This is an optimization exercise on Yosys and OpenROAD, whose aim is small area, not a production implementation. Where RTL was checked, it was by simulation tests only, not by an equivalence proof against the original. For runs 2 and 3, only the layout was checked, not whether the RTL still works. Power figures rest on the tool's default switching activity, not on a simulated workload.

--- flow/design.v ---
module object_ctrl
(
   input  wire        clk,
   input  wire        rst,
   input  wire        tick,
   input  wire        up_en,
   input  wire        down_en,
   output wire [10:0] bar_y_t,
   output wire [10:0] bar_y_b,
   output wire [10:0] ball_x_l,
   output wire [10:0] ball_x_r,
   output wire [10:0] ball_y_t,
   output wire [10:0] ball_y_b,
   output wire        hit,
   output wire        miss
);
   reg  [8:0] bar;           
   reg  [7:0] by;            
   reg  [8:0] bx;            
   reg        act;           
   reg  [2:0] cnt;           
   reg        pbu, pbd;      
   reg        pdy, pdx;      
   reg        offy, offx;    
   reg        hit1, hit_r, miss_r;
   wire       load = act & (&cnt);
   wire [8:0] bar_t = bar - 9'd71;
   assign bar_y_b  = {2'b00, bar};
   assign bar_y_t  = {2'b00, bar_t};
   assign ball_y_b = {2'b00, by, 1'b0};
   assign ball_x_r = {1'b0, bx, 1'b0};
   wire [7:0] by_hi = {2'b00, by[7:2]} - 8'd1;
   wire [7:0] bx_hi = {1'b0, bx[8:2]} - 8'd1;
   assign ball_y_t = {by_hi, by[1:0], 1'b1};
   assign ball_x_l = {bx_hi, bx[1:0], 1'b1};
   wire ry_top = act ? (~pdy & (by == 8'd4))   : (by == 8'd3);     
   wire ry_bot = act ? ( pdy & (by == 8'd239)) : (by == 8'd240);   
   wire rx_lft = act ? (~pdx & (bx == 9'd4))   : (bx == 9'd3);     
   wire rx_rgt = act ? ( pdx & (bx == 9'd319)) : (bx == 9'd320);   
   wire [9:0] t = {1'b0, by, 1'b0} - {1'b0, bar_t};    
   wire t_neg = t[9];
   wire vtop = ~t_neg & (t <= 10'd8);
   wire vbot = ~t_neg & (t >= 10'd70) & (t <= 10'd78);
   wire hwin = ~t_neg & (t >= 10'd3) & (t <= 10'd75) & (by != 8'd3);
   wire vwin = ((bx >= 9'd301) & (bx <= 9'd304)) | (bx == 9'd3);
   wire hrgt = (bx == 9'd305) | (bx == 9'd306);
   wire hlft = (bx == 9'd300);
   always @(posedge clk) begin
      if (rst) begin
         act <= 1'b0;
         cnt <= 3'd0;
      end else begin
         act <= tick | (act & ~(&cnt));
         cnt <= act ? cnt + 3'd1 : 3'd0;
      end
   end
   always @(posedge clk) begin
      if (tick) begin
         pbu <= up_en & (bar != 9'd71);
         pbd <= ~up_en & down_en & (bar != 9'd479);
         pdy <= offy;
         pdx <= offx;
      end
   end
   always @(posedge clk) begin
      if (rst) begin
         bar <= 9'd71;
         by  <= 8'd120;
         bx  <= 9'd320;
      end else if (load) begin
         if (pbu)
            bar <= bar - 9'd3;
         else if (pbd)
            bar <= bar + 9'd3;
         by <= pdy ? by + 8'd1 : by - 8'd1;
         bx <= pdx ? bx + 9'd1 : bx - 9'd1;
      end
   end
   wire vhit = ~ry_top & ~ry_bot & vwin & (vtop | vbot);
   wire hhit = ~rx_lft & ~rx_rgt & hwin & (hrgt | hlft);
   always @(posedge clk) begin
      if (rst) begin
         offy   <= 1'b0;
         offx   <= 1'b0;
         hit1   <= 1'b0;
         miss_r <= 1'b0;
      end else begin
         if (ry_top)
            offy <= 1'b1;
         else if (ry_bot)
            offy <= 1'b0;
         else if (vhit)
            offy <= vbot;
         if (rx_lft)
            offx <= 1'b1;
         else if (rx_rgt)
            offx <= 1'b0;
         else if (hhit)
            offx <= hrgt;
         hit1   <= vhit | hhit;
         miss_r <= ~rx_lft & rx_rgt;
      end
   end
   always @(posedge clk)
      hit_r <= hit1;
   assign hit  = hit_r;
   assign miss = miss_r;
endmodule
`default_nettype none
module ping_pong_engine (
   input  wire        clk,
   input  wire        rst,
   input  wire        up_en,
   input  wire        down_en,
   input  wire        ref_tick,
   input  wire        first_pixel,
   output wire        frame_start,
   output wire        win_init,
   output wire        win_play,
   output wire        win_over,
   output wire [3:0]  dig0,
   output wire [3:0]  dig1,
   output wire [1:0]  ball_num,
   output wire [10:0] bar_y_t,
   output wire [10:0] bar_y_b,
   output wire [10:0] ball_x_l,
   output wire [10:0] ball_x_r,
   output wire [10:0] ball_y_t,
   output wire [10:0] ball_y_b
);
   wire hit, miss;
   object_ctrl object_ctrl_inst (
      .clk      ( clk      ),
      .rst      ( rst      ),
      .tick     ( ref_tick ),
      .up_en    ( up_en    ),
      .down_en  ( down_en  ),
      .bar_y_t  ( bar_y_t  ),
      .bar_y_b  ( bar_y_b  ),
      .ball_x_l ( ball_x_l ),
      .ball_x_r ( ball_x_r ),
      .ball_y_t ( ball_y_t ),
      .ball_y_b ( ball_y_b ),
      .hit      ( hit      ),
      .miss     ( miss     )
   );
   reg  win_init_r, win_play_r, win_over_r, chg_r;
   reg  [3:0] dig0_r, dig1_r;
   reg  [1:0] ball_num_r;
   reg  [6:0] timer_cnt;
   reg  timer_out, fs_r;
   assign win_init    = win_init_r;
   assign win_play    = win_play_r;
   assign win_over    = win_over_r;
   assign dig0        = dig0_r;
   assign dig1        = dig1_r;
   assign ball_num    = ball_num_r;
   assign frame_start = fs_r;
   wire s_play = win_init_r ? chg_r : (win_play_r & ~chg_r);
   wire s_over = win_play_r ? chg_r : (win_over_r & ~chg_r);
   wire s_idle = ~s_play & ~s_over;
   wire start_game  = win_init_r & chg_r;
   wire start_timer = win_play_r & chg_r;
   always @(posedge clk) begin
      if (rst) begin
         win_init_r <= 1'b0;
         win_play_r <= 1'b0;
         win_over_r <= 1'b0;
         chg_r      <= 1'b0;
      end else begin
         win_init_r <= s_idle;
         win_play_r <= s_play;
         win_over_r <= s_over;
         chg_r      <= s_idle ? (up_en | down_en) :
                       s_play ? (ball_num_r == 2'b00) : timer_out;
      end
   end
   always @(posedge clk)
      fs_r <= first_pixel;
   always @(posedge clk) begin
      if (rst)
         timer_cnt <= 7'h00;
      else if (start_timer)
         timer_cnt <= 7'h7F;
      else if (win_over_r & fs_r)
         timer_cnt <= timer_cnt - 7'd1;
   end
   always @(posedge clk)
      timer_out <= ~win_init_r & (timer_cnt == 7'h01);
   always @(posedge clk) begin
      if (rst | start_game) begin
         dig0_r     <= 4'h0;
         dig1_r     <= 4'h0;
         ball_num_r <= 2'd3;
      end else if (ref_tick) begin
         if (hit) begin
            if (dig0_r[3] & dig0_r[0]) begin
               dig0_r <= 4'h0;
               dig1_r <= dig1_r + 4'd1;
            end else
               dig0_r <= dig0_r + 4'd1;
         end
         if (miss)
            ball_num_r <= ball_num_r - 2'd1;
      end
   end
endmodule
--- flow/run.sh ---
#!/bin/bash
# synth_recipe.tcl (not shown) runs the flow's synth.tcl, then flattens the netlist and writes it again
# the make line also repeats each setting of config.mk as NAME=value (left out here)
make -C /OpenROAD-flow-scripts/flow DESIGN_CONFIG=/design/flow/config.mk WORK_HOME=/design/flow/orfs CLKGATE_MAP_FILE= SYNTH_SCRIPT=/design/flow/synth_recipe.tcl finish
--- flow/config.mk ---
export PLATFORM = sky130hd
export DESIGN_NAME = ping_pong_engine
export DESIGN_NICKNAME = ping_pong_engine
export VERILOG_FILES = /design/flow/design.v
export SDC_FILE = /design/flow/constraint.sdc
export NUM_CORES = 4
export LEC_CHECK = 0
export ABC_AREA = 1
export CAP_MARGIN = 20
export CORE_MARGIN = 2
export CORE_UTILIZATION = 40
export SLEW_MARGIN = 20
--- flow/constraint.sdc ---
create_clock -name core_clock -period 10.0 [get_ports {clk}]
set_input_delay 2.0000 -clock core_clock [delete_from_list [all_inputs] [get_ports {clk}]]
set_output_delay 2.0000 -clock core_clock [all_outputs]
set_load 0.01 [all_outputs]
==> flow_summary.rst, run 1 <==
.. list-table::
   :header-rows: 1

   * - Metric
     - Value
   * - Result of the run
     - complete, no violations
   * - Max Clk Rate
     - approximately 230 MHz
   * - Fraction of registers with async set/reset
     - 0
   * - Flop and latch count out of synthesis
     - just over 60
   * - Post-CTS setup-driven buffer insertion count
     - 0
   * - Number of buffers inserted during clock tree synthesis
     - 9
   * - Max-slew violation total from the final report
     - 0
   * - Cells after synthesis
     - between 600 and 700
   * - Fin nets
     - between 700 and 800
   * - Most used flip-flop cell after synthesis
     - dfxtp_1
   * - Layout Skew
     - slightly above 0.01 ns
   * - Antenna viol nets, final
     - 0
   * - 1st-pass router iterations
     - 5
   * - Core Rows
     - 38
   * - Signed area change from the synthesized netlist to the final layout
     - 22.42%
   * - Data arrival at the endpoint of the critical path
     - ~2.4 ns
   * - Largest fanout on the critical path
     - 11
   * - Final antenna diode count
     - 0
   * - Number of H-tree levels
     - 3
   * - Total power density per cell area
     - 100.1 nW/um^2
   * - Final estimated routing congestion in global placement
     - between 0.8 and 0.9
   * - Endpoints failing setup
     - 0
   * - Commonest cells in the netlist
     - nand2_1 (116), inv_1 (103), dfxtp_1 (58), nor2_1 (58), nand3_1 (49)
   * - Sum of routed wire length over all layers
     - between 10 and 15 mm
   * - Largest cells by area after synthesis
     - dfxtp_1 (26%), ha_1 (11%), nand2_1 (9.7%)
   * - Die outline width
     - 110.0 microns
   * - Initial antenna violation count
     - 0
   * - Setup TNS after final layout
     - 0 ns
   * - Worst slew margin relative to its limit
     - 0.5056
   * - Starting DRC count in detailed routing
     - approximately 190
   * - Number of flops mapped to enable cells by yosys
     - 4
   * - Routed length per placed instance
     - between 10 and 15 microns
   * - Biggest area consumer among synthesized cells
     - dfxtp_1
   * - Clock tree root driver cell
     - clkbuf_8
   * - Clock latency (worst-skew pair)
     - ~0.36 ns
   * - Core Footprint
     - approximately 11,000 sq um
   * - Worst-margin pin slew
     - about 0.74 ns
   * - Net Sw Frac
     - 0.2567
   * - Via count of the first global-routing pass
     - approximately 4,000
   * - TritonCTS clock tree
     - yes
   * - Time the worst path needs with I/O delays and setup
     - 4.363 ns
   * - Most frequent cell after synthesis
     - nand2_1
   * - Crit-path cells
     - ha_1 > nand2_1 > nand3_1 > nand2_1 > nand2_1 > xor2_1 > inv_1 > clkdlybuf4s50_1
   * - Synth Cell Area
     - 4498 sq um
   * - Bufs on Longest Clock Path
     - 2
   * - Endpoint class of the critical path
     - output pin
   * - Combinational cell fraction of total power
     - 0.078
   * - YS warnings
     - 2
   * - DIE HEIGHT
     - about 110 microns
   * - Max-cap violation count
     - 0
   * - Count of instances resized after the clock tree is built
     - 0
   * - Clock share of power
     - 0.448
   * - Delay of the slowest critical-path stage
     - 0.58 ns
   * - TritonCTS sink count
     - just over 60
   * - Endpoint required time on the critical path
     - roughly 8.0 ns
   * - RSZ-0062 raised after global routing
     - no
   * - Power after layout
     - between 500 and 600 uW
   * - Final Hold Viols
     - 0
   * - Sw power
     - around 140 uW
   * - Portion of synthesized cell area occupied by the leading cell type
     - 0.2581
   * - Largest net degree at the start of global routing
     - 26
   * - Share of synthesized area occupied by flip-flops and latches
     - 0.2848
   * - Fill cell total of the finished layout
     - 1,093
   * - Post-DP HPWL
     - between 8 and 9 mm
   * - Post-cts hold buffer count
     - 0
   * - Overall fraction of global-route tracks in use
     - 0.1993
   * - Average instance area after synthesis
     - ~6.9 sq um
   * - Number of distinct library cell variants in the gate-level netlist after synthesis
     - 38
   * - Final Cycle Share
     - 0.4363
   * - Fraction of final layout cells with drive strength greater than 1
     - 0.04979
   * - Floorplan die area
     - about 12,000 sq um
   * - Standby leakage power
     - between 2 and 3 nW
   * - Worst min-delay path category
     - flop to flop
   * - Peak supply drop
     - about 0.057 mV
   * - Category of the most critical setup path
     - flop to output pin
   * - Hold slack
     - between 0.3 and 0.4 ns
   * - Routed vias/inst
     - ~5
   * - Count of vias placed by the detailed router
     - ~4,300
   * - Cell with the largest stage delay on the worst path
     - dfxtp_1
   * - Total internal power
     - between 400 and 500 uW
   * - Clock Pin Slew Worst Setup and Hold Paths
     - around 0.070 ns
   * - DRC errors left
     - 0
   * - Grt total ovfl
     - 0
   * - Wire length of the first global-routing pass
     - 18.88 mm
   * - I/O pin count
     - 86
   * - Share of total power in sequential cells
     - 0.473
   * - Count of port buffers added during placement
     - between 70 and 80
   * - Critical Path Start Type
     - flop
   * - Critical Path Most Common Cell
     - nand2_1
   * - Starting density of the core
     - 0.4131
==> registers in the layout (all words and copies together) (netlist names), 2 cells and up <==
register / flops
timer_cnt: 7
object_ctrl_inst.bar: 9
ball_num_r: 2
dig0_r: 4
object_ctrl_inst.cnt: 3
object_ctrl_inst.bx: 9
object_ctrl_inst.by: 8
dig1_r: 4
==> stage by stage <==
stage	util	instance area (sq um)	worst slack, ns	instances
after floorplan	-	4532	6.679	658
after global placement	0.4859	5290	6.097	847
after detailed placement	0.4859	5290	5.989	847
after CTS	0.5057	5507	5.596	863
after global routing	0.5057	5507	5.458	863
final	0.5057	5507	5.637	863
==> final cells by class <==
cell class	instances	area, sq um	share of cell area
repair buffers	75	748.2	0.1359
inverters	105	394.1	0.07157
clock inverters	4	50.05	0.009089
clock buffers	12	166.4	0.03022
well taps	140	175.2	0.03181
multi-input cells	465	2691	0.4888
flip-flops and latches	62	1281	0.2327
==> cells by family after synthesis <==
| group | count (synthesis) | synth area share |
|---|---|---|
| flip-flops | 62 | 0.2848 |
| buffers and inverters | 131 | 0.1243 |
| other | 2 | 0.001670 |
| AO/OA/AOI/OAI | 107 | 0.1299 |
| adder cells (fa/ha/maj) | 44 | 0.1274 |
| AND/OR/NAND/NOR | 271 | 0.2695 |
| XOR/XNOR | 32 | 0.06231 |
==> final timing paths <==
path	cells after the start	startpoint	slack, ns	to
max	8	object_ctrl_inst.bar[0]	5.64	bar_y_t[8]
min reg2reg	0	object_ctrl_inst.hit1	0.33	object_ctrl_inst.hit_r
min	0	object_ctrl_inst.hit1	0.33	object_ctrl_inst.hit_r
max reg2reg	10	object_ctrl_inst.cnt[0]	6.92	object_ctrl_inst.bar[4]
==> critical path, delay by kind of cell, from the launching register on <==
family	cells	cell delay (ns)
DFF	1	0.58
and+or+nand+nor	4	0.42
buffers and inverters	2	0.55
xor gates and xnor gates	1	0.23
adders and majority gates	1	0.24
==> power by group through the flow <==
stage | registers, mW | logic (mW) | clock network, mW
floorplan | 0.265 | 0.0335 | 0
global placement | 0.266 | 0.0420 | 0
detailed placement | 0.266 | 0.0432 | 0
CTS | 0.261 | 0.0435 | 0.254
global route | 0.262 | 0.0499 | 0.265
finish | 0.261 | 0.0432 | 0.247
==> placed cells by master (no fill, tap or decap), types with 2 or more instances in the layout <==
cell type        count
a21o_1               2
a21oi_1             46
a21oi_2              2
a31oi_1              5
clkbuf_8            10
clkdlybuf4s50_1     74
clkinv_1             2
conb_1              11
dfxtp_1             58
edfxtp_1             4
fa_1                 3
ha_1                41
inv_1              103
nand2_1            116
nand2_2              6
nand3_1             49
nand3_2              4
nand3b_1             2
nand4_1             10
nor2_1              58
nor3_1              11
nor4_1               5
o211ai_1             6
o21ai_0             41
or2_2                4
xnor2_1              5
xor2_1              27
==> layer usage <==
metal  part of all wire  GRT usage
met1               0.49     0.2703
met2               0.45     0.3177
met3              0.046    0.03351
met4              0.014    0.07324
met5                  0          0
==> run 2, diff against run 1 <==
--- a/flow/design.v
+++ b/flow/design.v
@@ -17,5 +17,6 @@
    reg  [8:0] bar;           
    reg  [7:0] by;            
-   reg  [8:0] bx;            
+   reg  [8:1] bxu;           
+   wire [8:0] bx = {bxu, by[0]};
    reg        act;           
    reg  [2:0] cnt;           
@@ -23,5 +24,5 @@
    reg        pdy, pdx;      
    reg        offy, offx;    
-   reg        hit1, hit_r, miss_r;
+   reg        rst_d, hit_r;
    wire       load = act & (&cnt);
    wire [8:0] bar_t = bar - 9'd71;
@@ -67,5 +68,5 @@
          bar <= 9'd71;
          by  <= 8'd120;
-         bx  <= 9'd320;
+         bxu <= 8'd160;
       end else if (load) begin
          if (pbu)
@@ -74,5 +75,5 @@
             bar <= bar + 9'd3;
          by <= pdy ? by + 8'd1 : by - 8'd1;
-         bx <= pdx ? bx + 9'd1 : bx - 9'd1;
+         bxu <= pdx ? bxu + {7'd0, by[0]} : bxu - {7'd0, ~by[0]};
       end
    end
@@ -81,8 +82,6 @@
    always @(posedge clk) begin
       if (rst) begin
-         offy   <= 1'b0;
-         offx   <= 1'b0;
-         hit1   <= 1'b0;
-         miss_r <= 1'b0;
+         offy <= 1'b0;
+         offx <= 1'b0;
       end else begin
          if (ry_top)
@@ -98,12 +97,12 @@
          else if (hhit)
             offx <= hrgt;
-         hit1   <= vhit | hhit;
-         miss_r <= ~rx_lft & rx_rgt;
-      end
-   end
-   always @(posedge clk)
-      hit_r <= hit1;
+      end
+   end
+   always @(posedge clk) begin
+      rst_d <= rst;
+      hit_r <= vhit | hhit;
+   end
    assign hit  = hit_r;
-   assign miss = miss_r;
+   assign miss = ~rst_d & ~rx_lft & rx_rgt;
 endmodule
 `default_nettype none
==> flow/flow/run.sh (new file) <==
#!/bin/bash
# Standard ORFS flow with an area-oriented synthesis mapping (no adder
# extraction, ABC area script), unit-size port buffers, shared tie cells and a
# small clock tree. Registers are those of the standard synthesis.
set -euo pipefail
F=$PWD/flow
export MY_ABC_SCRIPT=$F/abc.script
export MY_ABC_NOD=1
bash standard.sh finish \
  SYNTH_SCRIPT=$F/my_synth.tcl \
  ADDER_MAP_FILE= \
  SYNTH_OPERATIONS_ARGS=-noshare \
  SYNTH_INSBUF=0 \
  SKIP_REPAIR_TIE_FANOUT=1 \
  "BUFFER_PORTS_ARGS=-buffer_cell sky130_fd_sc_hd__buf_1" \
  "CTS_ARGS=-sink_clustering_enable -sink_clustering_size 32 -sink_clustering_max_diameter 100 -buf_list sky130_fd_sc_hd__clkbuf_4 -dont_use_dummy_load -repair_clock_nets" \
  > flow_make.log 2>&1
==> flow/flow/abc.script (new file) <==
strash
&get -n
&deepsyn -T 30
&put
dc2
dch -f
amap
topo
==> flow/flow/my_synth.tcl (new file) <==
proc synth {args} { yosys synth -nofsm -noshare {*}$args }
proc abc {args} {
  set i [lsearch $args -script]
  if {$i >= 0 && [info exists ::env(MY_ABC_SCRIPT)] && $::env(MY_ABC_SCRIPT) ne ""} {
    if {$::env(MY_ABC_SCRIPT) eq "default"} {
      set args [lreplace $args $i [expr {$i+1}]]
    } else {
      set args [lreplace $args [expr {$i+1}] [expr {$i+1}] $::env(MY_ABC_SCRIPT)]
    }
  }
  if {[info exists ::env(MY_ABC_NOD)] && $::env(MY_ABC_NOD) eq "1"} {
    set j [lsearch $args -D]
    if {$j >= 0} { set args [lreplace $args $j [expr {$j+1}]] }
  }
  puts "MY ABC ARGS: $args"
  yosys abc {*}$args
}
source $::env(SCRIPTS_DIR)/synth.tcl
# left out here: clear keep_hierarchy, flatten, clean up, hide names made inside functions, write 1_2_yosys.v
==> flow/standard.sh (new file) <==
#!/bin/bash
# synth_recipe.tcl (not shown) runs the flow's synth.tcl, then flattens the netlist and writes it again
# the make line also repeats each setting of config.mk as NAME=value (left out here)
make -C /OpenROAD-flow-scripts/flow DESIGN_CONFIG=/design/flow/config.mk WORK_HOME=/design/flow/orfs CLKGATE_MAP_FILE= SYNTH_SCRIPT=/design/flow/synth_recipe.tcl "${@:-finish}"
removed: flow/run.sh
==> run 2 against run 1 <==
  * Total power shrank 29%
  * Clock power fell by 52%
  * Sequential power down 4%
  * Non-clock buffer count increased by 1
  * Still clean on timing, DRC and antenna
  * Worst hold slack better by 0.11 ns
  * Final cell count shrank 30%
  * Worst setup slack got worse by 0.24 ns
  * Largest cell class unchanged
  * Area after synthesis shrank 34%
  * Critical path depth is 4 higher
  * Die area is 33% lower
  * Highest routed layer unchanged
  * Core utilization is 2.8 points lower
==> flow_summary.rst, run 2 <==
.. list-table::
   :header-rows: 1

   * - Metric
     - Value
   * - Biggest area consumer among synthesized cells
     - dfxtp_1
   * - Fin nets
     - 509 (-34%)
   * - Layout Skew
     - 0.03945 ns (+0.02932 ns)
   * - Setup TNS after final layout
     - 0 ns (unchanged)
   * - Data arrival at the endpoint of the critical path
     - 2.61 ns (+0.25 ns)
   * - Starting density of the core
     - 0.4111 (-0.002049)
   * - Max FFs per register
     - 9
   * - Peak supply drop
     - 0.06719 mV (+18%)
   * - Category of the most critical setup path
     - flop to output pin
   * - Antenna viol nets, final
     - 0 (unchanged)
   * - Number of flops mapped to enable cells by yosys
     - 4 (unchanged)
   * - Utilization after layout
     - 0.4778 (-0.02791)
   * - Clock tree root driver cell
     - clkbuf_4
   * - Final antenna diode count
     - 0 (unchanged)
   * - Sum of routed wire length over all layers
     - 7.572 mm (-34%)
   * - DRC errors left
     - 0 (unchanged)
   * - Count of port buffers added during placement
     - 74 (unchanged)
   * - Layout Cells excl Fill
     - 600 (-30%)
   * - Number of distinct library cell variants in the gate-level netlist after synthesis
     - 32 (-16%)
   * - YS warnings
     - 2 (unchanged)
   * - Standby leakage power
     - 1.115 nW (-58%)
   * - Post-DP HPWL
     - 5.729 mm (-33%)
   * - Post-cts hold buffer count
     - 0 (unchanged)
   * - Fraction of final layout cells with drive strength greater than 1
     - 0.02196 (-0.02784)
   * - Cells after synthesis
     - 416 (-36%)
   * - Count of instances resized after the clock tree is built
     - 0 (unchanged)
   * - Count of vias placed by the detailed router
     - 3,100 (-28%)
   * - 1st-pass router iterations
     - 4 (-1)
   * - Largest net degree at the start of global routing
     - 34 (+31%)
   * - Via count of the first global-routing pass
     - 2,791 (-31%)
   * - Fin worst setup slack
     - 5.395 ns (-0.2429 ns)
   * - Clock latency (worst-skew pair)
     - 0.41 ns (+0.05 ns)
   * - Commonest cells in the netlist
     - nor2_1 (88), clkinv_1 (76), dfxtp_1 (56)
   * - Register Area
     - 1241 sq um (-3.1%)
   * - DIE HEIGHT
     - 90.34 microns (-18%)
   * - Floorplan die area
     - 8160 sq um (-33%)
   * - Commonest cells after routing, fill and taps aside
     - nor2_1 (88), clkinv_1 (76), buf_1 (74)
   * - Delay of the slowest critical-path stage
     - 0.43 ns (-0.15 ns)
   * - Core Rows
     - 31 (-18%)
   * - Endpoint required time on the critical path
     - 8.00 ns (about the same)
   * - Endpoint class of the critical path
     - output pin
   * - Final Cycle Share
     - 0.4606 (+0.02429)
   * - Average instance area after synthesis
     - 7.167 sq um (+3.4%)
   * - Routed length per placed instance
     - 12.62 microns (-4.9%)
   * - Largest fanout on the critical path
     - 6 (-5)
   * - Core Footprint
     - 7253 sq um (-33%)
   * - Cell with the largest stage delay on the worst path
     - dfxtp_1
   * - Die outline width
     - 90.34 microns (-18%)
   * - Share of synthesized area occupied by flip-flops and latches
     - 0.4163 (+0.1314)
   * - Final estimated routing congestion in global placement
     - 0.8996 (+5.6%)
   * - Wire length of the first global-routing pass
     - 12.72 mm (-33%)
   * - Signed area change from the synthesized netlist to the final layout
     - 16.24%
   * - Fraction of registers with async set/reset
     - 0 (unchanged)
   * - RSZ-0062 raised after global routing
     - no
   * - Registers with the highest flip-flop counts
     - object_ctrl_inst.bar x9, object_ctrl_inst.bxu x8, object_ctrl_inst.by x8
   * - Fill cell total of the finished layout
     - 766 (-30%)
   * - Starting DRC count in detailed routing
     - 86 (-54%)
   * - Critical Path Start Type
     - flop
   * - Number of buffers inserted during clock tree synthesis
     - 9 (unchanged)
   * - Bufs on Longest Clock Path
     - 2 (unchanged)
   * - Most frequent cell after synthesis
     - nor2_1
   * - Clock Pin Slew Worst Setup and Hold Paths
     - 0.09 ns (+0.02 ns)
   * - I/O pin count
     - 86 (unchanged)
   * - Result of the run
     - complete, no violations
   * - Most used flip-flop cell after synthesis
     - dfxtp_1
   * - Synth Cell Area
     - 2982 sq um (-34%)
   * - Crit-path cells
     - clkinv_1 > nor2_1 > clkinv_1 > nor2_1 > nor2_1 > nand2_1 > nor2_1 > nor2_1 > nor2_1 > a21oi_1 > clkinv_1 > buf_1
   * - Leading cell type in the layout, fill and taps excluded
     - nor2_1
   * - Flop and latch count out of synthesis
     - 60 (-3.2%)
   * - Final Hold Viols
     - 0 (unchanged)
   * - Reg with most FFs
     - object_ctrl_inst.bar
   * - Area used by multi-input combinational logic
     - 1455 sq um (-46%)
   * - Overall fraction of global-route tracks in use
     - 0.1900 (-0.009303)
   * - Largest cells by area after synthesis
     - dfxtp_1 (38%), nor2_1 (11%), clkinv_1 (9.6%)
   * - Grt total ovfl
     - 0 (unchanged)
   * - Portion of synthesized cell area occupied by the leading cell type
     - 0.3760 (+0.1179)
   * - Worst setup slack after placement
     - 5.886 ns (-0.1031 ns)
   * - TritonCTS clock tree
     - yes
   * - Max-slew violation total from the final report
     - 0 (unchanged)
   * - Worst min-delay path category
     - flop to flop
   * - Max-cap violation count
     - 0 (unchanged)
   * - Routed vias/inst
     - 5.167 (+3.8%)
   * - Initial antenna violation count
     - 0 (unchanged)
   * - Time the worst path needs with I/O delays and setup
     - 4.606 ns (+0.2429 ns)
   * - Number of H-tree levels
     - 3 (unchanged)
   * - Total power density per cell area
     - 112.7 nW/um^2 (+13%)
   * - Critical Path Most Common Cell
     - nor2_1
   * - Endpoints failing setup
     - 0 (unchanged)
   * - Post-CTS setup-driven buffer insertion count
     - 0 (unchanged)
   * - TritonCTS sink count
     - 60 (-3.2%)
   * - Max Clk Rate
     - 217.1 MHz (-5.3%)
   * - Placed cell count
     - 591 (-30%)
==> run 2: cell types whose count changed in the layout (fill, tap and decap cells not counted), moves of 10 or more <==
cell / delta
nor2_1: +30
nand4_1: -10
clkinv_1: +74
nand2_1: -95
clkdlybuf4s50_1: -74
inv_1: -103
buf_1: +74
a21oi_1: -17
clkbuf_8: -10
a211oi_1: +11
nand3_1: -44
xor2_1: -27
ha_1: -41
==> run 2: area by class of cell <==
type | instances | area share
timing repair buffer | 76 | 0.08448
tap | 99 | 0.03574
inverter | 76 | 0.08231
clock buffer | 9 | 0.01949
multi-input combinational | 280 | 0.4199
sequential | 60 | 0.3581
==> run 2: cells by family (layout without fill, tap and decap cells) <==
kind of cell | count (synthesis) | in the layout | synth area share
buffers and inverters | 76 | 161 | 0.09568
AND/OR/NAND/NOR | 156 | 156 | 0.2300
other | 2 | 2 | 0.002519
AO/OA/AOI/OAI | 122 | 122 | 0.2556
flip-flops | 60 | 60 | 0.4163
==> run 2: metal layers <==
metal	routed length, microns	GRT usage	share of wire
met2	3195	0.2945	0.42
met4	130	0.07949	0.017
met1	3805	0.2539	0.50
met5	0	0	0
met3	441	0.04591	0.058
==> run 2: where the power goes <==
part,internal (mW),switching [mW]
sequential,0.246,0.00400
combinational,0.00615,0.0150
clock,0.0418,0.0775
total,0.294,0.0965
==> run 2: per-stage QoR <==
step / hold WS, ns / cell area [sq um] / total power [mW]
2_1_floorplan: 0.4080 / 2982 / 0.2682
3_3_place_gp: 0.4172 / 3398 / 0.2768
3_5_place_dp: 0.4173 / 3398 / 0.2769
4_1_cts: 0.4411 / 3466 / 0.3949
5_1_grt: 0.4603 / 3466 / 0.4093
6_report: 0.4410 / 3466 / 0.3907
==> run 2: final timing paths <==
check,from,endpoint,depth (start not counted),slack (ns)
hold / removal,object_ctrl_inst.offx,object_ctrl_inst.pdx,0,0.44
setup reg to reg,object_ctrl_inst.bar[0],object_ctrl_inst.offy,21,6.18
hold reg to reg,object_ctrl_inst.offx,object_ctrl_inst.pdx,0,0.44
setup / recovery,object_ctrl_inst.bar[0],bar_y_t[7],12,5.39
==> run 2: worst max-delay path, delay by kind of cell (launching register included) <==
family | cells | cell delay [ns]
simple gates | 7 | 1.04
buf+inv | 4 | 0.56
flops | 1 | 0.43
compound gates | 1 | 0.18
==> run 3, diff against run 2 <==
--- a/flow/flow/run.sh
+++ b/flow/flow/run.sh
@@ -14,4 +14,4 @@
   SKIP_REPAIR_TIE_FANOUT=1 \
   "BUFFER_PORTS_ARGS=-buffer_cell sky130_fd_sc_hd__buf_1" \
-  "CTS_ARGS=-sink_clustering_enable -sink_clustering_size 32 -sink_clustering_max_diameter 100 -buf_list sky130_fd_sc_hd__clkbuf_4 -dont_use_dummy_load -repair_clock_nets" \
+  "CTS_ARGS=-sink_clustering_enable -sink_clustering_size 32 -sink_clustering_max_diameter 100 -buf_list sky130_fd_sc_hd__clkbuf_8 -dont_use_dummy_load -repair_clock_nets" \
   > flow_make.log 2>&1
==> run 3 against run 2 <==
  * Highest routed layer unchanged
  * Final cell count unchanged
  * Critical endpoint unchanged
  * Sequential cell count unchanged
  * Clock power increased by 35%
  * Register-to-register slack improved by 0.02 ns
  * Critical path depth unchanged
==> flow_summary.rst, run 3 <==
.. list-table::
   :header-rows: 1

   * - Metric
     - Value
   * - Number of buffers inserted during clock tree synthesis
     - 9 (unchanged)
   * - Fin worst setup slack
     - 5.474 ns (+0.07955 ns)
   * - RSZ-0062 raised after global routing
     - no
   * - Post-cts hold buffer count
     - 0 (unchanged)
   * - Worst min-delay path category
     - flop to flop
   * - Cells after synthesis
     - 416 (unchanged)
   * - Compound-cell area share of the yosys netlist
     - 0.2556 (unchanged)
   * - Routed vias/inst
     - 5.178 (+0.23%)
   * - Starting density of the core
     - 0.4111 (unchanged)
   * - Critical Path Start Type
     - flop
   * - Critical Path Most Common Cell
     - nor2_1
   * - Core Rows
     - 31 (unchanged)
   * - 1st-pass router iterations
     - 4 (unchanged)
   * - Largest net degree at the start of global routing
     - 34 (unchanged)
   * - Fin nets
     - 509 (unchanged)
   * - Data arrival at the endpoint of the critical path
     - 2.53 ns (-0.08 ns)
   * - Category of the most critical setup path
     - flop to output pin
   * - TritonCTS clock tree
     - yes
   * - Core Footprint
     - 7253 sq um (unchanged)
   * - Clock tree root driver cell
     - clkbuf_8
   * - Initial antenna violation count
     - 0 (unchanged)
   * - Number of flops mapped to enable cells by yosys
     - 4 (unchanged)
   * - Combinational family with the most area after synthesis
     - compound AO/OA/AOI/OAI gates
   * - Standby leakage power
     - 1.138 nW (+2.1%)
   * - Max-slew violation total from the final report
     - 0 (unchanged)
   * - DRC errors left
     - 0 (unchanged)
   * - Routed length per placed instance
     - 12.66 microns (+0.34%)
   * - Count of instances resized after the clock tree is built
     - 0 (unchanged)
   * - Count of port buffers added during placement
     - 74 (unchanged)
   * - Clock Pin Slew Worst Setup and Hold Paths
     - 0.06 ns (-0.03 ns)
   * - DIE HEIGHT
     - 90.34 microns (unchanged)
   * - Registers with the highest flip-flop counts
     - object_ctrl_inst.bar x9, object_ctrl_inst.bxu x8, object_ctrl_inst.by x8
   * - Wire length of the first global-routing pass
     - 12.77 mm (+0.33%)
   * - Most used flip-flop cell after synthesis
     - dfxtp_1
   * - Post-DP HPWL
     - 5.729 mm (unchanged)
   * - Number of distinct library cell variants in the gate-level netlist after synthesis
     - 32 (unchanged)
   * - Sum of buffers and inverters on the critical path
     - 4 (unchanged)
   * - Simple logic cell fraction of the synthesized area
     - 0.2300 (unchanged)
   * - Starting DRC count in detailed routing
     - 72 (-16%)
   * - TritonCTS sink count
     - 60 (unchanged)
   * - Final Hold Viols
     - 0 (unchanged)
   * - Largest cells by area after synthesis
     - dfxtp_1 (38%), nor2_1 (11%), clkinv_1 (9.6%)
   * - Synth Cell Area
     - 2982 sq um (unchanged)
   * - Largest fanout on the critical path
     - 6 (unchanged)
   * - Synth Area in Adders
     - 0 (unchanged)
   * - Endpoint class of the critical path
     - output pin
   * - Time the worst path needs with I/O delays and setup
     - 4.526 ns (-0.07955 ns)
   * - Portion of synthesized cell area occupied by the leading cell type
     - 0.3760 (unchanged)
   * - Fraction of final layout cells with drive strength greater than 1
     - 0.02196 (unchanged)
   * - Power after layout
     - 433.1 uW (+11%)
   * - Layout Skew
     - 0.02404 ns (-0.01541 ns)
   * - Setup TNS after final layout
     - 0 ns (unchanged)
   * - Worst-case reg-to-reg path depth
     - 21 (unchanged)
   * - Launch point of the worst hold path
     - object_ctrl_inst.offx
   * - Cell with the largest stage delay on the worst path
     - dfxtp_1
   * - Clock latency (worst-skew pair)
     - 0.34 ns (-0.07 ns)
   * - Reg2Reg Setup Slack
     - 6.20 ns (+0.02 ns)
   * - Layout Cells excl Fill
     - 600 (unchanged)
   * - Endpoint required time on the critical path
     - 8.00 ns (about the same)
   * - Max FFs per register
     - 9 (unchanged)
   * - Floorplan die area
     - 8160 sq um (unchanged)
   * - Crit-path cells
     - clkinv_1 > nor2_1 > clkinv_1 > nor2_1 > nor2_1 > nand2_1 > nor2_1 > nor2_1 > nor2_1 > a21oi_1 > clkinv_1 > buf_1
   * - Worst setup slack after placement
     - 5.886 ns (unchanged)
   * - Final estimated routing congestion in global placement
     - 0.8996 (unchanged)
   * - Max-cap violation count
     - 0 (unchanged)
   * - Signed area change from the synthesized netlist to the final layout
     - 18.13%
   * - Biggest area consumer among synthesized cells
     - dfxtp_1
   * - Max Clk Rate
     - 220.9 MHz (+1.8%)
   * - YS warnings
     - 2 (unchanged)
   * - Commonest cells in the netlist
     - nor2_1 (88), clkinv_1 (76), dfxtp_1 (56)
   * - Via count of the first global-routing pass
     - 2,800 (+0.32%)
   * - Peak supply drop
     - 0.07213 mV (+7.3%)
   * - Final Cycle Share
     - 0.4526 (-0.007955)
   * - Commonest cells after routing, fill and taps aside
     - nor2_1 (88), clkinv_1 (76), buf_1 (74)
   * - Die outline width
     - 90.34 microns (unchanged)
   * - End of the worst register-to-register path
     - object_ctrl_inst.offy
   * - Endpoints failing setup
     - 0 (unchanged)
   * - Proportion of synthesized area in mux cells
     - 0 (unchanged)
   * - Share of synthesized area occupied by flip-flops and latches
     - 0.4163 (unchanged)
   * - Count of vias placed by the detailed router
     - 3,107 (+0.23%)
   * - Delay of the slowest critical-path stage
     - 0.42 ns (about the same)
   * - Most frequent cell after synthesis
     - nor2_1
   * - Cell type group with the largest total delay on the critical path
     - simple AND/OR/NAND/NOR gates
   * - End point of the most critical hold path
     - object_ctrl_inst.pdx
   * - Antenna viol nets, final
     - 0 (unchanged)
   * - Sum of routed wire length over all layers
     - 7.598 mm (+0.34%)
   * - Final antenna diode count
     - 0 (unchanged)
   * - I/O pin count
     - 86 (unchanged)
   * - Beginning of the worst register-to-register path
     - object_ctrl_inst.bar[0]
   * - Placed cell count
     - 591 (unchanged)
   * - Flop and latch count out of synthesis
     - 60 (unchanged)
   * - Bufs on Longest Clock Path
     - 2 (unchanged)
   * - Grt total ovfl
     - 0 (unchanged)
   * - Post-CTS setup-driven buffer insertion count
     - 0 (unchanged)
   * - Fraction of registers with async set/reset
     - 0 (unchanged)
   * - Parity-gate share of the synthesized area counting xor and xnor cells
     - 0 (unchanged)
   * - Overall fraction of global-route tracks in use
     - 0.1913 (+0.001242)
   * - Result of the run
     - complete, no violations
   * - Total power density per cell area
     - 123.0 nW/um^2 (+9.1%)
   * - Leading cell type in the layout, fill and taps excluded
     - nor2_1
   * - Average instance area after synthesis
     - 7.167 sq um (unchanged)
   * - Reg with most FFs
     - object_ctrl_inst.bar
   * - Min-Delay Path Depth
     - 0 (unchanged)
   * - Number of H-tree levels
     - 3 (unchanged)
## run 3: cell counts after synthesis
Identical to the previous run, type by type.
## run 3: routing by layer
layer,up-vias,share of wire,global-route usage
met5,-,0,0
met4,0,0.017,0.07821
met3,12,0.061,0.05092
met2,78,0.43,0.2964
met1,1384,0.50,0.2534
li1,1633,-,-
## run 3: through the flow
stage	utilization	instance area, sq um	hold WS [ns]
after floorplan	-	2982	0.4080
after global placement	0.4685	3398	0.4172
after detailed placement	0.4685	3398	0.4173
after CTS	0.4856	3522	0.4329
after global routing	0.4856	3522	0.4507
final	0.4856	3522	0.4341
## run 3: worst max path at each step
stage	startpoint	slack, ns	cells past startpoint	endpoint
floorplan	object_ctrl_inst.bar[0]	6.08	11	bar_y_t[7]
global placement	object_ctrl_inst.bar[0]	6.00	12	bar_y_t[7]
detailed placement	object_ctrl_inst.bar[0]	5.89	12	bar_y_t[7]
CTS	object_ctrl_inst.bar[0]	5.50	12	bar_y_t[7]
global route	object_ctrl_inst.bar[0]	5.22	12	bar_y_t[7]
finish	object_ctrl_inst.bar[0]	5.47	12	bar_y_t[7]
## run 3: kinds of logic (layout without fill, tap and decap cells)
logic type | Yosys count | count (layout)
other | 2 | 2
AND/OR/NAND/NOR | 156 | 156
buffers and inverters | 76 | 161
flip-flops | 60 | 60
AO/OA/AOI/OAI | 122 | 122
## run 3: worst register-to-register path, delay by kind of cell (launching register included)
family	cells	cell delay, ns
flip-flops	1	0.42
buffers and inverters	2	0.26
AO/OA/AOI/OAI	5	0.84
AND/OR/NAND/NOR	14	2.21
## run 3: report_power, final
group          switching, mW  total (mW)  internal (mW)
Clock                 0.0813       0.161         0.0799
Sequential           0.00401       0.251          0.247
Combinational         0.0151      0.0212        0.00615
Total                  0.100       0.433          0.333
## run 3: cell type report
type,instances,area [sq um]
flip-flops and latches,60,1241
multi-input cells,280,1455
clock buffers,9,123.9
inverters,76,285.3
well taps,99,123.9
fillers,761,3731
repair buffers,76,292.8
==> run 4, diff against run 3 <==
--- a/flow/design.v
+++ b/flow/design.v
@@ -6,4 +6,5 @@
    input  wire        up_en,
    input  wire        down_en,
+   input  wire        live,       
    output wire [10:0] bar_y_t,
    output wire [10:0] bar_y_b,
@@ -22,7 +23,6 @@
    reg  [2:0] cnt;           
    reg        pbu, pbd;      
-   reg        pdy, pdx;      
    reg        offy, offx;    
-   reg        rst_d, hit_r;
+   reg        hit_r;
    wire       load = act & (&cnt);
    wire [8:0] bar_t = bar - 9'd71;
@@ -35,8 +35,8 @@
    assign ball_y_t = {by_hi, by[1:0], 1'b1};
    assign ball_x_l = {bx_hi, bx[1:0], 1'b1};
-   wire ry_top = act ? (~pdy & (by == 8'd4))   : (by == 8'd3);     
-   wire ry_bot = act ? ( pdy & (by == 8'd239)) : (by == 8'd240);   
-   wire rx_lft = act ? (~pdx & (bx == 9'd4))   : (bx == 9'd3);     
-   wire rx_rgt = act ? ( pdx & (bx == 9'd319)) : (bx == 9'd320);   
+   wire ry_top = act ? (~offy & (by == 8'd4))   : (by == 8'd3);     
+   wire ry_bot = act ? ( offy & (by == 8'd239)) : (by == 8'd240);   
+   wire rx_lft = act ? (~offx & (bx == 9'd4))   : (bx == 9'd3);     
+   wire rx_rgt = act ? ( offx & (bx == 9'd319)) : (bx == 9'd320);   
    wire [9:0] t = {1'b0, by, 1'b0} - {1'b0, bar_t};    
    wire t_neg = t[9];
@@ -47,4 +47,6 @@
    wire hrgt = (bx == 9'd305) | (bx == 9'd306);
    wire hlft = (bx == 9'd300);
+   wire vhit = ~ry_top & ~ry_bot & vwin & (vtop | vbot);
+   wire hhit = ~rx_lft & ~rx_rgt & hwin & (hrgt | hlft);
    always @(posedge clk) begin
       if (rst) begin
@@ -60,6 +62,4 @@
          pbu <= up_en & (bar != 9'd71);
          pbd <= ~up_en & down_en & (bar != 9'd479);
-         pdy <= offy;
-         pdx <= offx;
       end
    end
@@ -74,15 +74,13 @@
          else if (pbd)
             bar <= bar + 9'd3;
-         by <= pdy ? by + 8'd1 : by - 8'd1;
-         bxu <= pdx ? bxu + {7'd0, by[0]} : bxu - {7'd0, ~by[0]};
-      end
-   end
-   wire vhit = ~ry_top & ~ry_bot & vwin & (vtop | vbot);
-   wire hhit = ~rx_lft & ~rx_rgt & hwin & (hrgt | hlft);
+         by  <= offy ? by + 8'd1 : by - 8'd1;
+         bxu <= offx ? bxu + {7'd0, by[0]} : bxu - {7'd0, ~by[0]};
+      end
+   end
    always @(posedge clk) begin
       if (rst) begin
          offy <= 1'b0;
          offx <= 1'b0;
-      end else begin
+      end else if (~act | load) begin
          if (ry_top)
             offy <= 1'b1;
@@ -99,10 +97,8 @@
       end
    end
-   always @(posedge clk) begin
-      rst_d <= rst;
+   always @(posedge clk)
       hit_r <= vhit | hhit;
-   end
    assign hit  = hit_r;
-   assign miss = ~rst_d & ~rx_lft & rx_rgt;
+   assign miss = live & ~rx_lft & rx_rgt;
 endmodule
 `default_nettype none
@@ -135,4 +131,5 @@
       .up_en    ( up_en    ),
       .down_en  ( down_en  ),
+      .live     ( win_init_r | win_play_r | win_over_r ),
       .bar_y_t  ( bar_y_t  ),
       .bar_y_b  ( bar_y_b  ),
@@ -147,5 +144,5 @@
    reg  [3:0] dig0_r, dig1_r;
    reg  [1:0] ball_num_r;
-   reg  [6:0] timer_cnt;
+   reg  [6:0] timer_cnt;      
    reg  timer_out, fs_r;
    assign win_init    = win_init_r;
@@ -177,14 +174,15 @@
    always @(posedge clk)
       fs_r <= first_pixel;
+   wire timer_fb = timer_cnt[6] ^ timer_cnt[5] ^ (timer_cnt[5:0] == 6'd0);
    always @(posedge clk) begin
       if (rst)
-         timer_cnt <= 7'h00;
+         timer_cnt <= 7'b0000000;
       else if (start_timer)
-         timer_cnt <= 7'h7F;
+         timer_cnt <= 7'b0000001;
       else if (win_over_r & fs_r)
-         timer_cnt <= timer_cnt - 7'd1;
+         timer_cnt <= {timer_cnt[5:0], timer_fb};
    end
    always @(posedge clk)
-      timer_out <= ~win_init_r & (timer_cnt == 7'h01);
+      timer_out <= ~win_init_r & (timer_cnt == 7'b1000000);
    always @(posedge clk) begin
       if (rst | start_game) begin
--- a/flow/flow/run.sh
+++ b/flow/flow/run.sh
@@ -14,4 +14,4 @@
   SKIP_REPAIR_TIE_FANOUT=1 \
   "BUFFER_PORTS_ARGS=-buffer_cell sky130_fd_sc_hd__buf_1" \
-  "CTS_ARGS=-sink_clustering_enable -sink_clustering_size 32 -sink_clustering_max_diameter 100 -buf_list sky130_fd_sc_hd__clkbuf_8 -dont_use_dummy_load -repair_clock_nets" \
+  "CTS_ARGS=-sink_clustering_enable -sink_clustering_size 32 -sink_clustering_max_diameter 100 -buf_list sky130_fd_sc_hd__clkbuf_4 -dont_use_dummy_load -repair_clock_nets" \
   > flow_make.log 2>&1
--- a/flow/config.mk
+++ b/flow/config.mk
@@ -9,4 +9,4 @@
 export CAP_MARGIN = 20
 export CORE_MARGIN = 2
-export CORE_UTILIZATION = 40
+export CORE_UTILIZATION = 60
 export SLEW_MARGIN = 20
==> run 4 against run 3 <==
  * Still clean on timing, DRC and antenna
  * First-iteration DRC count increased to 2.7 times the previous value
  * Clock power shrank about 30%
  * Die area down 34%
  * Core utilization increased by 22 points
  * Non-clock buffer count down 1
  * Register-to-register slack better by 0.03 ns
  * Wire length down 7.1%
  * Critical path depth did not move
  * Clock skew up 0.0088 ns
  * Maximum frequency decreased by 2.9%
  * Total power down 15%
  * Sequential power shrank 6%
  * Critical endpoint unchanged
==> flow_summary.rst, run 4 <==
.. list-table::
   :header-rows: 1

   * - Metric
     - Value
   * - Commonest cells after routing, fill and taps aside
     - nor2_1 (80), buf_1 (74), clkinv_1 (68)
   * - Core Rows
     - 25 (-19%)
   * - Largest fanout on the critical path
     - 7 (+1)
   * - End of the worst register-to-register path
     - object_ctrl_inst.offy
   * - Most frequent cell after synthesis
     - nor2_1
   * - Worst-case reg-to-reg path depth
     - 21 (unchanged)
   * - Average instance area after synthesis
     - 7.163 sq um (about the same)
   * - Overall fraction of global-route tracks in use
     - 0.2744 (+0.08310)
   * - Total power density per cell area
     - 111.1 nW/um^2 (-9.6%)
   * - Count of vias placed by the detailed router
     - 3,092 (-0.48%)
   * - Final Cycle Share
     - 0.4663 (+0.01372)
   * - Total internal power
     - 279.6 uW (-16%)
   * - Clock latency (worst-skew pair)
     - 0.39 ns (+0.05 ns)
   * - Starting density of the core
     - 0.6152 (+0.2041)
   * - Crit-path cells
     - clkinv_1 > nor2_1 > clkinv_1 > nor2_1 > nor2_1 > nand2_1 > nor2_1 > nor2_1 > nor2_1 > a21oi_1 > clkinv_1 > buf_1
   * - Cell with the largest stage delay on the worst path
     - dfxtp_1
   * - Post-CTS setup-driven buffer insertion count
     - 0 (unchanged)
   * - Max-cap violation count
     - 0 (unchanged)
   * - Commonest cells in the netlist
     - nor2_1 (80), clkinv_1 (68), dfxtp_1 (55)
   * - Worst min-delay path category
     - flop to flop
   * - Sum of buffers and inverters on the critical path
     - 4 (unchanged)
   * - Die outline width
     - 73.36 microns (-19%)
   * - Leading cell type in the layout, fill and taps excluded
     - nor2_1
   * - Grt total ovfl
     - 0 (unchanged)
   * - DRC errors left
     - 0 (unchanged)
   * - Final estimated routing congestion in global placement
     - 0.9024 (+0.31%)
   * - Most used flip-flop cell after synthesis
     - dfxtp_1
   * - Routed vias/inst
     - 5.715 (+10%)
   * - Result of the run
     - complete, no violations
   * - Reg with most FFs
     - object_ctrl_inst.bar
   * - Number of buffers inserted during clock tree synthesis
     - 9 (unchanged)
   * - Count of instances resized after the clock tree is built
     - 0 (unchanged)
   * - Sw power
     - 87.92 uW (-12%)
   * - Largest cells by area after synthesis
     - dfxtp_1 (38%), nor2_1 (10%), clkinv_1 (8.8%)
   * - Combinational cell fraction of total power
     - 0.055 (+0.006)
   * - Synth Cell Area
     - 2887 sq um (-3.2%)
   * - Reg2Reg Setup Slack
     - 6.23 ns (+0.03 ns)
   * - Share of total power in sequential cells
     - 0.640 (+0.061)
   * - Floorplan die area
     - 5382 sq um (-34%)
   * - Antenna viol nets, final
     - 0 (unchanged)
   * - TritonCTS sink count
     - 57 (-5.0%)
   * - Final antenna diode count
     - 0 (unchanged)
   * - Bufs on Longest Clock Path
     - 2 (unchanged)
   * - Flop and latch count out of synthesis
     - 57 (-5.0%)
   * - Fill cell total of the finished layout
     - 413 (-46%)
   * - Starting DRC count in detailed routing
     - 191 (+170%)
   * - Endpoint required time on the critical path
     - 8.00 ns (about the same)
   * - YS warnings
     - 2 (unchanged)
   * - Critical path capture point
     - bar_y_t[7]
   * - Number of H-tree levels
     - 3 (unchanged)
   * - Registers with the highest flip-flop counts
     - object_ctrl_inst.bar x9, object_ctrl_inst.bxu x8, object_ctrl_inst.by x8
   * - Clock Pin Slew Worst Setup and Hold Paths
     - 0.10 ns (+0.04 ns)
   * - Layout Skew
     - 0.03280 ns (+0.008754 ns)
   * - Share of synthesized area occupied by flip-flops and latches
     - 0.4023 (-0.01403)
   * - Post-cts hold buffer count
     - 0 (unchanged)
   * - Peak supply drop
     - 0.09045 mV (+25%)
   * - Largest net degree at the start of global routing
     - 26 (-24%)
   * - Data arrival at the endpoint of the critical path
     - 2.66 ns (+0.13 ns)
   * - Clock share of power
     - 0.305 (-0.067)
   * - Portion of synthesized cell area occupied by the leading cell type
     - 0.3814 (+0.005451)
   * - Critical Path Start Type
     - flop
   * - Total number of cells along the worst setup path
     - 12 (unchanged)
   * - Critical Path Most Common Cell
     - nor2_1
   * - Endpoints failing setup
     - 0 (unchanged)
   * - Cells after synthesis
     - 403 (-3.1%)
   * - Number of distinct library cell variants in the gate-level netlist after synthesis
     - 36 (+13%)
   * - Worst slew margin relative to its limit
     - 0.6175
   * - Max-slew violation total from the final report
     - 0 (unchanged)
   * - Wire length of the first global-routing pass
     - 11.50 mm (-9.9%)
   * - Signed area change from the synthesized netlist to the final layout
     - 14.56%
   * - Area used by multi-input combinational logic
     - 1470 sq um (+1.0%)
   * - Net Sw Frac
     - 0.2392 (+0.007478)
   * - Endpoint class of the critical path
     - output pin
   * - Routed length per placed instance
     - 13.05 microns (+3.0%)
   * - Delay of the slowest critical-path stage
     - 0.44 ns (+0.02 ns)
   * - Cell type group with the largest total delay on the critical path
     - simple AND/OR/NAND/NOR gates
   * - Number of flops mapped to enable cells by yosys
     - 2 (-2)
   * - Worst-margin pin slew
     - roughly 0.57 ns
   * - I/O pin count
     - 86 (unchanged)
   * - Power after layout
     - 367.5 uW (-15%)
   * - TritonCTS clock tree
     - yes
   * - DIE HEIGHT
     - 73.36 microns (-19%)
   * - Initial antenna violation count
     - 0 (unchanged)
   * - Beginning of the worst register-to-register path
     - object_ctrl_inst.bar[0]
   * - Post-DP HPWL
     - 5.437 mm (-5.1%)
   * - Count of port buffers added during placement
     - 74 (unchanged)
   * - Standby leakage power
     - 1.081 nW (-5.0%)
   * - Sum of routed wire length over all layers
     - 7.058 mm (-7.1%)
   * - Time the worst path needs with I/O delays and setup
     - 4.663 ns (+0.1372 ns)
   * - RSZ-0062 raised after global routing
     - no
   * - Category of the most critical setup path
     - flop to output pin
   * - Setup crit start
     - object_ctrl_inst.bar[0]
   * - Max FFs per register
     - 9 (unchanged)
   * - Biggest area consumer among synthesized cells
     - dfxtp_1
   * - Final Hold Viols
     - 0 (unchanged)
   * - Setup TNS after final layout
     - 0 ns (unchanged)
   * - Clock tree root driver cell
     - clkbuf_4
   * - Max Clk Rate
     - 214.4 MHz (-2.9%)
   * - Fraction of final layout cells with drive strength greater than 1
     - 0.02053 (-0.001422)
   * - Via count of the first global-routing pass
     - 2,648 (-5.4%)
   * - Core Footprint
     - 4692 sq um (-35%)
   * - Fraction of registers with async set/reset
     - 0 (unchanged)
   * - Register Area
     - 1161 sq um (-6.5%)
   * - Fin nets
     - 495 (-2.8%)
   * - 1st-pass router iterations
     - 6 (+2)
-- run 4: cell types whose count changed after synthesis, moves of 5 or more --
cell      delta
clkinv_1     -8
nor2_1       -8
nor3_1      +11
o21ai_0      -7
o22ai_1      +5
-- run 4: logic make-up after synthesis --
logic type,share of synthesized area
AOI/OAI and AO/OA,0.2596
other,0.002602
buffers and inverters,0.08842
and+or+nand+nor,0.2471
DFF,0.4023
-- run 4: cell type report --
| cell class | instances | area share |
|---|---|---|
| Multi-Input combinational cell | 278 | 0.4446 |
| Sequential cell | 57 | 0.3511 |
| Timing Repair Buffer | 75 | 0.08627 |
| Inverter | 68 | 0.07719 |
| Clock buffer | 9 | 0.02043 |
| Tap cell | 54 | 0.02043 |
-- run 4: worst min path at each step --
stage                     depth (start not counted)                       to                     from
after detailed placement                          1  object_ctrl_inst.cnt[0]  object_ctrl_inst.cnt[0]
after global routing                              1  object_ctrl_inst.cnt[0]  object_ctrl_inst.cnt[0]
after floorplan                                   1  object_ctrl_inst.cnt[0]  object_ctrl_inst.cnt[0]
after CTS                                         1  object_ctrl_inst.cnt[0]  object_ctrl_inst.cnt[0]
after global placement                            1  object_ctrl_inst.cnt[0]  object_ctrl_inst.cnt[0]
final                                             1  object_ctrl_inst.cnt[0]  object_ctrl_inst.cnt[0]
-- run 4: per-layer routing --
metal / vias to the layer above / GRT usage / wire length [microns]
met1: 1368 / 0.3756 / 3338
met3: 9 / 0.05213 / 485
li1: 1599 / - / -
met4: 0 / 0.1071 / 92
met2: 116 / 0.4284 / 3141
met5: - / 0 / 0
-- run 4: per-stage QoR --
stage	hold slack (ns)	cells	setup WS, ns	util	cell area [sq um]
4_1_cts	0.4445	541	5.388	0.7048	3307
5_1_grt	0.4715	541	5.022	0.7048	3307
2_1_floorplan	0.4064	403	6.020	-	2887
3_3_place_gp	0.4165	532	5.898	0.6904	3239
6_report	0.4428	541	5.337	0.7048	3307
3_5_place_dp	0.4272	532	5.816	0.6904	3239
-- run 4: power groups by stage --
stage | clock (mW) | combinational, mW | sequential [mW]
finish | 0.112 | 0.0202 | 0.235
global route | 0.123 | 0.0227 | 0.236
CTS | 0.115 | 0.0201 | 0.235
detailed placement | 0 | 0.0201 | 0.240
global placement | 0 | 0.0195 | 0.240
floorplan | 0 | 0.0122 | 0.240
==> run 5, diff against run 4 <==
--- a/flow/design.v
+++ b/flow/design.v
@@ -26,6 +26,7 @@
    reg        hit_r;
    wire       load = act & (&cnt);
-   wire [8:0] bar_t = bar - 9'd71;
-   assign bar_y_b  = {2'b00, bar};
+   wire [8:0] bar_b = bar + 9'd71;
+   wire [8:0] bar_t = bar;
+   assign bar_y_b  = {2'b00, bar_b};
    assign bar_y_t  = {2'b00, bar_t};
    assign ball_y_b = {2'b00, by, 1'b0};
@@ -35,16 +36,25 @@
    assign ball_y_t = {by_hi, by[1:0], 1'b1};
    assign ball_x_l = {bx_hi, bx[1:0], 1'b1};
-   wire ry_top = act ? (~offy & (by == 8'd4))   : (by == 8'd3);     
-   wire ry_bot = act ? ( offy & (by == 8'd239)) : (by == 8'd240);   
-   wire rx_lft = act ? (~offx & (bx == 9'd4))   : (bx == 9'd3);     
-   wire rx_rgt = act ? ( offx & (bx == 9'd319)) : (bx == 9'd320);   
+   wire by_3   = by[7:2] == 6'd0;
+   wire by_4   = by[7:2] == 6'd1 & by[1:0] == 2'd0;
+   wire by_240 = &by[7:4];
+   wire by_239 = by[7:4] == 4'b1110 & (&by[3:0]);
+   wire bx_3   = bx[8:2] == 7'd0;
+   wire bx_4   = bx[8:2] == 7'd1 & bx[1:0] == 2'd0;
+   wire bx_320 = bx[8] & bx[6];
+   wire bx_319 = bx[8] & (&bx[5:0]);
+   wire ry_top = act ? (~offy & by_4)   : by_3;      
+   wire ry_bot = act ? ( offy & by_239) : by_240;    
+   wire rx_lft = act ? (~offx & bx_4)   : bx_3;      
+   wire rx_rgt = act ? ( offx & bx_319) : bx_320;    
    wire [9:0] t = {1'b0, by, 1'b0} - {1'b0, bar_t};    
    wire t_neg = t[9];
    wire vtop = ~t_neg & (t <= 10'd8);
    wire vbot = ~t_neg & (t >= 10'd70) & (t <= 10'd78);
-   wire hwin = ~t_neg & (t >= 10'd3) & (t <= 10'd75) & (by != 8'd3);
-   wire vwin = ((bx >= 9'd301) & (bx <= 9'd304)) | (bx == 9'd3);
-   wire hrgt = (bx == 9'd305) | (bx == 9'd306);
-   wire hlft = (bx == 9'd300);
+   wire hwin = ~t_neg & (t >= 10'd3) & (t <= 10'd75) & ~by_3;
+   wire bx_hi8 = bx[8] & ~bx[6];
+   wire vwin = (bx_hi8 & (bx[5:0] >= 6'd45) & (bx[5:0] <= 6'd48)) | bx_3;
+   wire hrgt = bx_hi8 & ((bx[5:0] == 6'd49) | (bx[5:0] == 6'd50));
+   wire hlft = bx_hi8 & (bx[5:0] == 6'd44);
    wire vhit = ~ry_top & ~ry_bot & vwin & (vtop | vbot);
    wire hhit = ~rx_lft & ~rx_rgt & hwin & (hrgt | hlft);
@@ -60,11 +70,11 @@
    always @(posedge clk) begin
       if (tick) begin
-         pbu <= up_en & (bar != 9'd71);
-         pbd <= ~up_en & down_en & (bar != 9'd479);
-      end
-   end
-   always @(posedge clk) begin
-      if (rst) begin
-         bar <= 9'd71;
+         pbu <= up_en & ~((bar[8:2] == 7'd0) & ~bar[0]);         
+         pbd <= ~up_en & down_en & ~(bar[8] & bar[7] & bar[4] & bar[3]);   
+      end
+   end
+   always @(posedge clk) begin
+      if (rst) begin
+         bar <= 9'd0;
          by  <= 8'd120;
          bxu <= 8'd160;
==> run 5 against run 4 <==
  * Register-to-register slack improved by 0.40 ns
  * Via count shrank 2.3%
  * Clock power about the same
  * Core utilization is 2.6 points higher
  * Total power about the same
  * Clock skew grew 0.0043 ns
  * Sequential power is essentially flat
  * Global-route usage is 0.072 points higher
  * Wire length shrank 1.9%
  * Largest power group unchanged
==> flow_summary.rst, run 5 <==
.. list-table::
   :header-rows: 1

   * - Metric
     - Value
   * - Largest net degree at the start of global routing
     - 31 (+19%)
   * - Count of port buffers added during placement
     - 74 (unchanged)
   * - Post-DP Area
     - 3179 sq um (-1.9%)
   * - Crit-path cells
     - clkinv_1 > nor2_1 > nand2_1 > nor2_1 > nor2_1 > nor2_1 > nand2_1 > o21ai_0 > buf_1
   * - Bufs on Longest Clock Path
     - 2 (unchanged)
   * - Antenna viol nets, final
     - 0 (unchanged)
   * - Final Hold Viols
     - 0 (unchanged)
   * - Peak supply drop
     - 0.09504 mV (+5.1%)
   * - Signed area change from the synthesized netlist to the final layout
     - 14.77%
   * - Max-cap violation count
     - 0 (unchanged)
   * - Average instance area after synthesis
     - 7.217 sq um (+0.76%)
   * - Core Footprint
     - 4444 sq um (-5.3%)
   * - Post-CTS setup-driven buffer insertion count
     - 0 (unchanged)
   * - Setup TNS after final layout
     - 0 ns (unchanged)
   * - Clock Pin Slew Worst Setup and Hold Paths
     - 0.11 ns (about the same)
   * - Post-cts hold buffer count
     - 0 (unchanged)
   * - Cells after synthesis
     - 392 (-2.7%)
   * - Commonest cells in the netlist
     - nor2_1 (84), clkinv_1 (67), dfxtp_1 (55)
   * - Overall fraction of global-route tracks in use
     - 0.2751 (+0.0007247)
   * - YS warnings
     - 2 (unchanged)
   * - Count of instances resized after the clock tree is built
     - 0 (unchanged)
   * - Power after layout
     - 367.4 uW (about the same)
   * - Number of flops mapped to enable cells by yosys
     - 2 (unchanged)
   * - Number of distinct library cell variants in the gate-level netlist after synthesis
     - 35 (-2.8%)
   * - DRC errors left
     - 0 (unchanged)
   * - Count of vias placed by the detailed router
     - 3,020 (-2.3%)
   * - Most frequent cell after synthesis
     - nor2_1
   * - Final design instance area without fill
     - 3247 sq um (-1.8%)
   * - I/O pin count
     - 86 (unchanged)
   * - Fill cell total of the finished layout
     - 389 (-5.8%)
   * - Final antenna diode count
     - 0 (unchanged)
   * - Max Clk Rate
     - 243.0 MHz (+13%)
   * - Data arrival at the endpoint of the critical path
     - 2.12 ns (-0.54 ns)
   * - Total internal power
     - 279.0 uW (-0.20%)
   * - Sum of routed wire length over all layers
     - 6.922 mm (-1.9%)
   * - Max-slew violation total from the final report
     - 0 (unchanged)
   * - Number of buffers inserted during clock tree synthesis
     - 9 (unchanged)
   * - Standby leakage power
     - 1.102 nW (+1.9%)
   * - Cell with the largest stage delay on the worst path
     - dfxtp_1
   * - Fraction of registers with async set/reset
     - 0 (unchanged)
   * - Clock latency (worst-skew pair)
     - 0.40 ns (about the same)
   * - Routed vias/inst
     - 5.720 (about the same)
   * - Endpoint class of the critical path
     - output pin
   * - Grt total ovfl
     - 0 (unchanged)
   * - Fraction of final layout cells with drive strength greater than 1
     - 0.02101 (+0.0004745)
   * - Critical Path Most Common Cell
     - nor2_1
   * - Number of H-tree levels
     - 3 (unchanged)
   * - Sw power
     - 88.41 uW (+0.56%)
   * - Utilization after layout
     - 0.7306 (+0.02577)
   * - Biggest area consumer among synthesized cells
     - dfxtp_1
   * - Initial antenna violation count
     - 0 (unchanged)
   * - Time the worst path needs with I/O delays and setup
     - 4.116 ns (-0.5475 ns)
   * - Total power density per cell area
     - 113.2 nW/um^2 (+1.8%)
   * - TritonCTS sink count
     - 57 (unchanged)
   * - Final estimated routing congestion in global placement
     - 0.8693 (-3.7%)
   * - Critical Path Start Type
     - flop
   * - Routed length per placed instance
     - 13.11 microns (+0.49%)
   * - Fin nets
     - 484 (-2.2%)
   * - 1st-pass router iterations
     - 5 (-1)
   * - Result of the run
     - complete, no violations
   * - Commonest cells after routing, fill and taps aside
     - nor2_1 (84), buf_1 (74), clkinv_1 (67)
   * - Met3 Track Usage GR
     - 0.05663 (+0.004504)
   * - Flop and latch count out of synthesis
     - 57 (unchanged)
   * - Share of total power in sequential cells
     - 0.639 (about the same)
   * - Category of the most critical setup path
     - flop to output pin
   * - Largest fanout on the critical path
     - 8 (+1)
   * - Via count of the first global-routing pass
     - 2,640 (-0.30%)
   * - Fraction of met2 tracks used by global routing
     - 0.4455 (+0.01703)
   * - Share of synthesized area occupied by flip-flops and latches
     - 0.4104 (+0.008184)
   * - Most used flip-flop cell after synthesis
     - dfxtp_1
   * - Clock tree root driver cell
     - clkbuf_4
   * - Largest cells by area after synthesis
     - dfxtp_1 (39%), nor2_1 (11%), clkinv_1 (8.9%)
   * - Combinational cell fraction of total power
     - 0.053 (-0.002)
   * - Portion of synthesized cell area occupied by the leading cell type
     - 0.3892 (+0.007761)
   * - RSZ-0062 raised after global routing
     - no
   * - Starting DRC count in detailed routing
     - 192 (+0.52%)
   * - Final Cycle Share
     - 0.4116 (-0.05475)
   * - Endpoint required time on the critical path
     - 8.00 ns (about the same)
   * - Post-DP HPWL
     - 5.234 mm (-3.7%)
   * - Global routing usage on met1
     - 0.3532 (-0.02245)
   * - Registers with the highest flip-flop counts
     - object_ctrl_inst.bar x9, object_ctrl_inst.bxu x8, object_ctrl_inst.by x8
   * - Net Sw Frac
     - 0.2406 (+0.001380)
   * - Die outline width
     - 72.67 microns (-0.95%)
   * - Core Rows
     - 24 (-4.0%)
   * - Layout Skew
     - 0.03706 ns (+0.004259 ns)
   * - Sum of buffers and inverters on the critical path
     - 2 (-2)
   * - Worst slew margin relative to its limit
     - 0.5536 (-0.06381)
   * - Leading cell type in the layout, fill and taps excluded
     - nor2_1
   * - Worst min-delay path category
     - flop to flop
   * - Busiest layer in global routing
     - met2
   * - Reg with most FFs
     - object_ctrl_inst.bar
   * - Delay of the slowest critical-path stage
     - 0.43 ns (about the same)
   * - Floorplan die area
     - 5280 sq um (-1.9%)
   * - Cell type group with the largest total delay on the critical path
     - simple AND/OR/NAND/NOR gates
   * - Endpoints failing setup
     - 0 (unchanged)
   * - Wire length of the first global-routing pass
     - 11.43 mm (-0.54%)
   * - Max FFs per register
     - 9 (unchanged)
   * - Synth Cell Area
     - 2829 sq um (-2.0%)
   * - TritonCTS clock tree
     - yes
   * - Worst-margin pin slew
     - 0.6625 ns (+0.09082 ns)
   * - DIE HEIGHT
     - 72.67 microns (-0.95%)
   * - Starting density of the core
     - 0.6365 (+0.02134)
   * - Clock share of power
     - 0.307 (+0.002)
-- run 5: changes by cell type in the layout (fill, tap and decap cells not counted), moves of 4 or more --
| cell | change |
|---|---|
| nor2_1 | +4 |
| nor3_1 | -13 |
| a21oi_1 | -5 |
| o22ai_1 | +6 |
| o21ai_0 | -6 |
| nand2_1 | +8 |
| a211oi_1 | +4 |
-- run 5: logic make-up after synthesis --
family | after synthesis | share of synthesized area
AOI/OAI and AO/OA | 114 | 0.2685
buffers and inverters | 67 | 0.08890
DFF | 57 | 0.4104
other | 2 | 0.002655
and+or+nand+nor | 152 | 0.2295
-- run 5: per-stage QoR --
stage	hold WS (ns)	instances	worst slack, ns
after floorplan	0.4067	392	6.485
after global placement	0.4195	519	6.401
after detailed placement	0.4335	519	6.296
after CTS	0.4506	528	5.889
after global routing	0.4598	528	5.570
final	0.4471	528	5.884
-- run 5: layout make-up --
type	count	area (sq um)	area share
inverter	67	251.5	0.07746
multi-input combinational	268	1416	0.4362
clock buffer	9	67.56	0.02081
sequential	57	1161	0.3576
tap	52	65.06	0.02004
timing repair buffer	75	285.3	0.08786
-- run 5: path summary, 6_finish.rpt --
check	slack (ns)	startpoint	endpoint	depth (start not counted)
setup / recovery	5.88	object_ctrl_inst.bar[3]	bar_y_b[8]	9
hold / removal	0.45	object_ctrl_inst.cnt[0]	object_ctrl_inst.cnt[0]	1
setup reg to reg	6.63	object_ctrl_inst.by[0]	object_ctrl_inst.offy	16
hold reg to reg	0.45	object_ctrl_inst.cnt[0]	object_ctrl_inst.cnt[0]	1
-- run 5: layer usage --
| layer | vias up | routed length [microns] |
|---|---|---|
| met3 | 12 | 508 |
| li1 | 1554 | - |
| met5 | - | 0 |
| met2 | 118 | 3212 |
| met1 | 1336 | 3095 |
| met4 | 0 | 106 |
-- run 5: power groups by stage --
stage          combinational [mW]  clock (mW)  sequential (mW)
4_1_cts                    0.0195       0.115            0.235
3_3_place_gp               0.0188           0            0.240
5_1_grt                    0.0221       0.124            0.235
2_1_floorplan              0.0116           0            0.240
6_report                   0.0196       0.113            0.235
3_5_place_dp               0.0194           0            0.240

## what the ideal ports hide
The flow's constraints put no driver on any port. The routed layouts listed below were extracted and timed again, unchanged, in two steps.
Step 1, drivers: a clkbuf_16 drives clk and a buf_2 each remaining input, both assumed.
Step 2 also shifts input and output timing later by t, the mid clock arrival at the registers, as if the neighbouring blocks saw the same clock.
Slacks: ideal / step 1 / step 2; pairs: ideal / step 1.
run | shift t [ns] | slack for setup (ns)
run 1 | 0.385 | 5.637 / 5.605 / 5.990
run 2 | 0.421 | 5.394 / 5.367 / 5.788
run 3 | 0.357 | 5.474 / 5.445 / 5.802
run 4 | 0.400 | 5.337 / 5.309 / 5.710
run 5 | 0.409 | 5.884 / 5.859 / 6.268
After both steps every run listed still meets setup and hold.
